Context: an optimization exercise on an open-source flow, tuned for small area, a short achievable clock period and few clock cycles. The choices shown serve that exercise and are no tape-out recipe.
Function was checked by simulation only, so behaviour that the tests miss may differ from the original.
Power and IR drop assume default switching activity.

==> module Mips_machine, before the edit <==
module Mips_machine (
	input clk,     
	input rst,     
	output [31:0] imem_addr,    
	input  [31:0] imem_rdata,   
	output [31:0] dmem_addr,    
	output [31:0] dmem_wdata,   
	output        dmem_we,      
	input  [31:0] dmem_rdata    
);
reg [31:0] rf [0:31];
reg [31:0] pc;
reg        r_valid;
reg [31:0] ir;
reg        r_pred;    
reg [31:0] r_hs;      
reg [31:0] r_ht;      
reg        x_wen;     
reg        x_lw;
reg        x_sw;
reg        x_br;      
reg        x_bne;
reg        x_pred;
reg [31:0] x_alt;
reg        x_imm;     
reg        x_add;
reg        x_sub;
reg        x_and;
reg        x_or;
reg        x_slt;
reg  [4:0] x_rd;
reg [31:0] x_a;
reg [31:0] x_b;
reg [31:0] x_fa;
reg [31:0] x_fb;
reg [15:0] x_i;
reg        m_wen;
reg        m_lw;
reg        m_sw;
reg  [4:0] m_rd;
reg [31:0] m_res;     
reg [31:0] m_sd;      
wire [31:0] alu = m_res;
wire [31:0] wb  = m_lw ? dmem_rdata : alu;
assign dmem_addr  = m_res;
assign dmem_wdata = m_sd;
assign dmem_we    = m_sw;
always @(posedge clk)
  if (m_wen) rf[m_rd] <= wb;
wire [31:0] a = x_a | x_fa;
wire [31:0] b = x_b | x_fb;
wire [31:0] s_imm = a + {{16{x_i[15]}}, x_i};
wire [31:0] s_add = a + b;
wire [32:0] s_sub = {1'b0, a} - {1'b0, b};
wire [31:0] res = ({32{x_imm}} & s_imm)
                | ({32{x_add}} & s_add)
                | ({32{x_sub}} & s_sub[31:0])
                | ({32{x_and}} & (a & b))
                | ({32{x_or}}  & (a | b))
                | {31'd0, x_slt & s_sub[32]};
wire eq      = a == b;
wire mispred = x_br & ((x_bne ^ eq) != x_pred);
wire  [5:0] op  = ir[31:26];
wire  [4:0] rs  = ir[25:21];
wire  [4:0] rt  = ir[20:16];
wire  [4:0] rd  = ir[15:11];
wire  [5:0] fn  = ir[5:0];
wire is_r    = op == 6'h00;
wire is_addi = op == 6'h08;
wire is_lw   = op == 6'h23;
wire is_sw   = op == 6'h2B;
wire is_br   = op[5:1] == 5'b00010;
wire uses_rt = is_r | is_sw | is_br;
wire [31:0] hs = r_hs;
wire [31:0] ht = r_ht;
reg  [31:0] ra, rb;
integer k;
always @(*) begin
  ra = 32'd0;
  rb = 32'd0;
  for (k = 0; k < 32; k = k + 1) begin
    ra = ra | ({32{hs[k]}} & rf[k]);
    rb = rb | ({32{ht[k]}} & rf[k]);
  end
end
wire [31:0] va = (m_wen && m_rd == rs) ? wb : ra;
wire [31:0] vb = (m_wen && m_rd == rt) ? wb : rb;
wire stall = r_valid & x_lw & ((x_rd == rs) | (uses_rt & (x_rd == rt)));
wire r_go  = r_valid & ~stall & ~mispred;
wire [4:0] r_rd = is_r ? rd : rt;
wire r_fa = x_wen & (x_rd == rs);
wire r_fb = x_wen & (x_rd == rt);
wire [15:0] boff = r_pred ? ~ir[15:0] : ir[15:0];
wire [32:0] asum = {pc, 1'b1} + {{16{boff[15]}}, boff, r_pred};
wire [31:0] ins  = imem_rdata;
wire  [5:0] fop  = ins[31:26];
wire f_j    = fop == 6'h02;
wire f_br   = fop[5:1] == 5'b00010;               
wire f_pred = f_br & (fop[0] ^ (ins[25:21] == ins[20:16]));
wire [31:0] pc1  = pc + 32'd1;
wire [32:0] bsum = {pc, 1'b1} + {{16{ins[15]}}, ins[15:0], 1'b1};
wire [31:0] btgt = bsum[32:1];
wire [31:0] jtgt = {pc1[31:26], ins[25:0]};
assign imem_addr = pc;
always @(posedge clk) begin
  if (!rst) begin
    pc      <= 32'd0;
    r_valid <= 1'b0;
    x_wen   <= 1'b0;
    x_lw    <= 1'b0;
    x_sw    <= 1'b0;
    x_br    <= 1'b0;
    m_wen   <= 1'b0;
    m_lw    <= 1'b0;
    m_sw    <= 1'b0;
  end else begin
    pc      <= mispred ? x_alt : stall ? pc : f_pred ? btgt : f_j ? jtgt : pc1;
    r_valid <= mispred ? 1'b0 : stall ? r_valid : 1'b1;
    x_wen   <= r_go & (is_r | is_addi | is_lw);
    x_lw    <= r_go & is_lw;
    x_sw    <= r_go & is_sw;
    x_br    <= r_go & is_br;
    m_wen   <= x_wen;
    m_lw    <= x_lw;
    m_sw    <= x_sw;
  end
  r_hs   <= 32'd1 << (stall ? rs : ins[25:21]);
  r_ht   <= 32'd1 << (stall ? rt : ins[20:16]);
  if (!stall) begin
    ir     <= ins;
    r_pred <= f_pred;
  end
  x_bne  <= op[0];
  x_pred <= r_pred;
  x_alt  <= asum[32:1];
  x_imm  <= ~is_r;
  x_add  <= is_r & ~fn[1] & ~fn[2];
  x_sub  <= is_r & fn[1] & ~fn[3];
  x_and  <= is_r & ~fn[1] & fn[2] & ~fn[0];
  x_or   <= is_r & ~fn[1] & fn[2] & fn[0];
  x_slt  <= is_r & fn[1] & fn[3];
  x_fa   <= {32{r_fa}} & res;
  x_fb   <= {32{r_fb}} & res;
  x_rd   <= r_rd;
  x_a    <= {32{~r_fa}} & va;
  x_b    <= {32{~r_fb}} & vb;
  x_i    <= ir[15:0];
  m_rd   <= x_rd;
  m_res  <= res;
  m_sd   <= b;
end
endmodule
make LEC_CHECK=0 CAP_MARGIN=20 CORE_MARGIN=2 CORE_UTILIZATION=35 PLACE_DENSITY=0.5 SETUP_SLACK_MARGIN=4.5 SLEW_MARGIN=20 finish   # period 8.0 ns
run.sh (not shown) runs the stock make flow with config.mk's settings and CLKGATE_MAP_FILE= SYNTH_SCRIPT=/design/flow/synth_recipe.tcl, a recipe that flattens the netlist after the stock synthesis.
Testbench counts at the start, summed over its fixed seeds: cycles 58,559.
==> next run, changes <==
--- a/flow/design.v
+++ b/flow/design.v
@@ -10,14 +10,12 @@
 );
 reg [31:0] rf [0:31];
 reg [31:0] pc;
 reg        r_valid;
 reg [31:0] ir;
 reg        r_pred;    
-reg [31:0] r_hs;      
-reg [31:0] r_ht;      
 reg        x_wen;     
 reg        x_lw;
 reg        x_sw;
 reg        x_br;      
 reg        x_bne;
 reg        x_pred;
@@ -68,14 +66,14 @@
 wire is_r    = op == 6'h00;
 wire is_addi = op == 6'h08;
 wire is_lw   = op == 6'h23;
 wire is_sw   = op == 6'h2B;
 wire is_br   = op[5:1] == 5'b00010;
 wire uses_rt = is_r | is_sw | is_br;
-wire [31:0] hs = r_hs;
-wire [31:0] ht = r_ht;
+wire [31:0] hs = 32'd1 << rs;
+wire [31:0] ht = 32'd1 << rt;
 reg  [31:0] ra, rb;
 integer k;
 always @(*) begin
   ra = 32'd0;
   rb = 32'd0;
   for (k = 0; k < 32; k = k + 1) begin
@@ -121,14 +119,12 @@
     x_sw    <= r_go & is_sw;
     x_br    <= r_go & is_br;
     m_wen   <= x_wen;
     m_lw    <= x_lw;
     m_sw    <= x_sw;
   end
-  r_hs   <= 32'd1 << (stall ? rs : ins[25:21]);
-  r_ht   <= 32'd1 << (stall ? rt : ins[20:16]);
   if (!stall) begin
     ir     <= ins;
     r_pred <= f_pred;
   end
   x_bne  <= op[0];
   x_pred <= r_pred;
Outcome:
- global-route usage came out higher by 0.66 points
- hold slack improved by 0.0040 ns
- cell count decreases by 1.2%
- sequential power went down by 3.9%
- register-to-register slack is worse by 0.18 ns
- synthesized area shrinks by 1.9%
- die area went down by 1.9%
- non-clock buffer count is higher by 107
- worst setup slack loses 0.14 ns
- utilization went up by 0.94 points
- wire length climbs by 1.5%
- final area is about the same
- clock skew went down by 0.021 ns
- sequential cell count goes down by 64
Testbench counts after the change, summed over its fixed seeds: cycles 58,559.

afterwards: timing with drivers on the ports:
How much do the figures lean on ideal ports? The routed layouts below were timed once more, with nothing changed but the port constraints. Step 1 (the two cells are an assumption about what drives the block):
set clk [get_ports {clk}]
set_driving_cell -lib_cell sky130_fd_sc_hd__clkbuf_16 $clk
set_driving_cell -lib_cell sky130_fd_sc_hd__buf_2 [delete_from_list [all_inputs] $clk]
Step 2 times the ports against the registers' clock, not the clock port: input delays grow and output delays shrink by t, the midpoint of the rising clock arrivals with the driver on. Three values: no drivers, after step 1, after step 2; two values: the first two.
| run | t (ns) | setup WS [ns] | pins driven straight from the clock port |
|---|---|---|---|
| the first run | 0.914 | 4.552 / 4.453 / 3.767 | 1 |
| the second run | 0.908 | 4.408 / 4.408 / 3.700 | 1 |
After both steps every run listed still meets setup and hold. The setup slack of the first run, which loses most, moves by -0.099 ns with the drivers and by -0.785 ns with both steps.
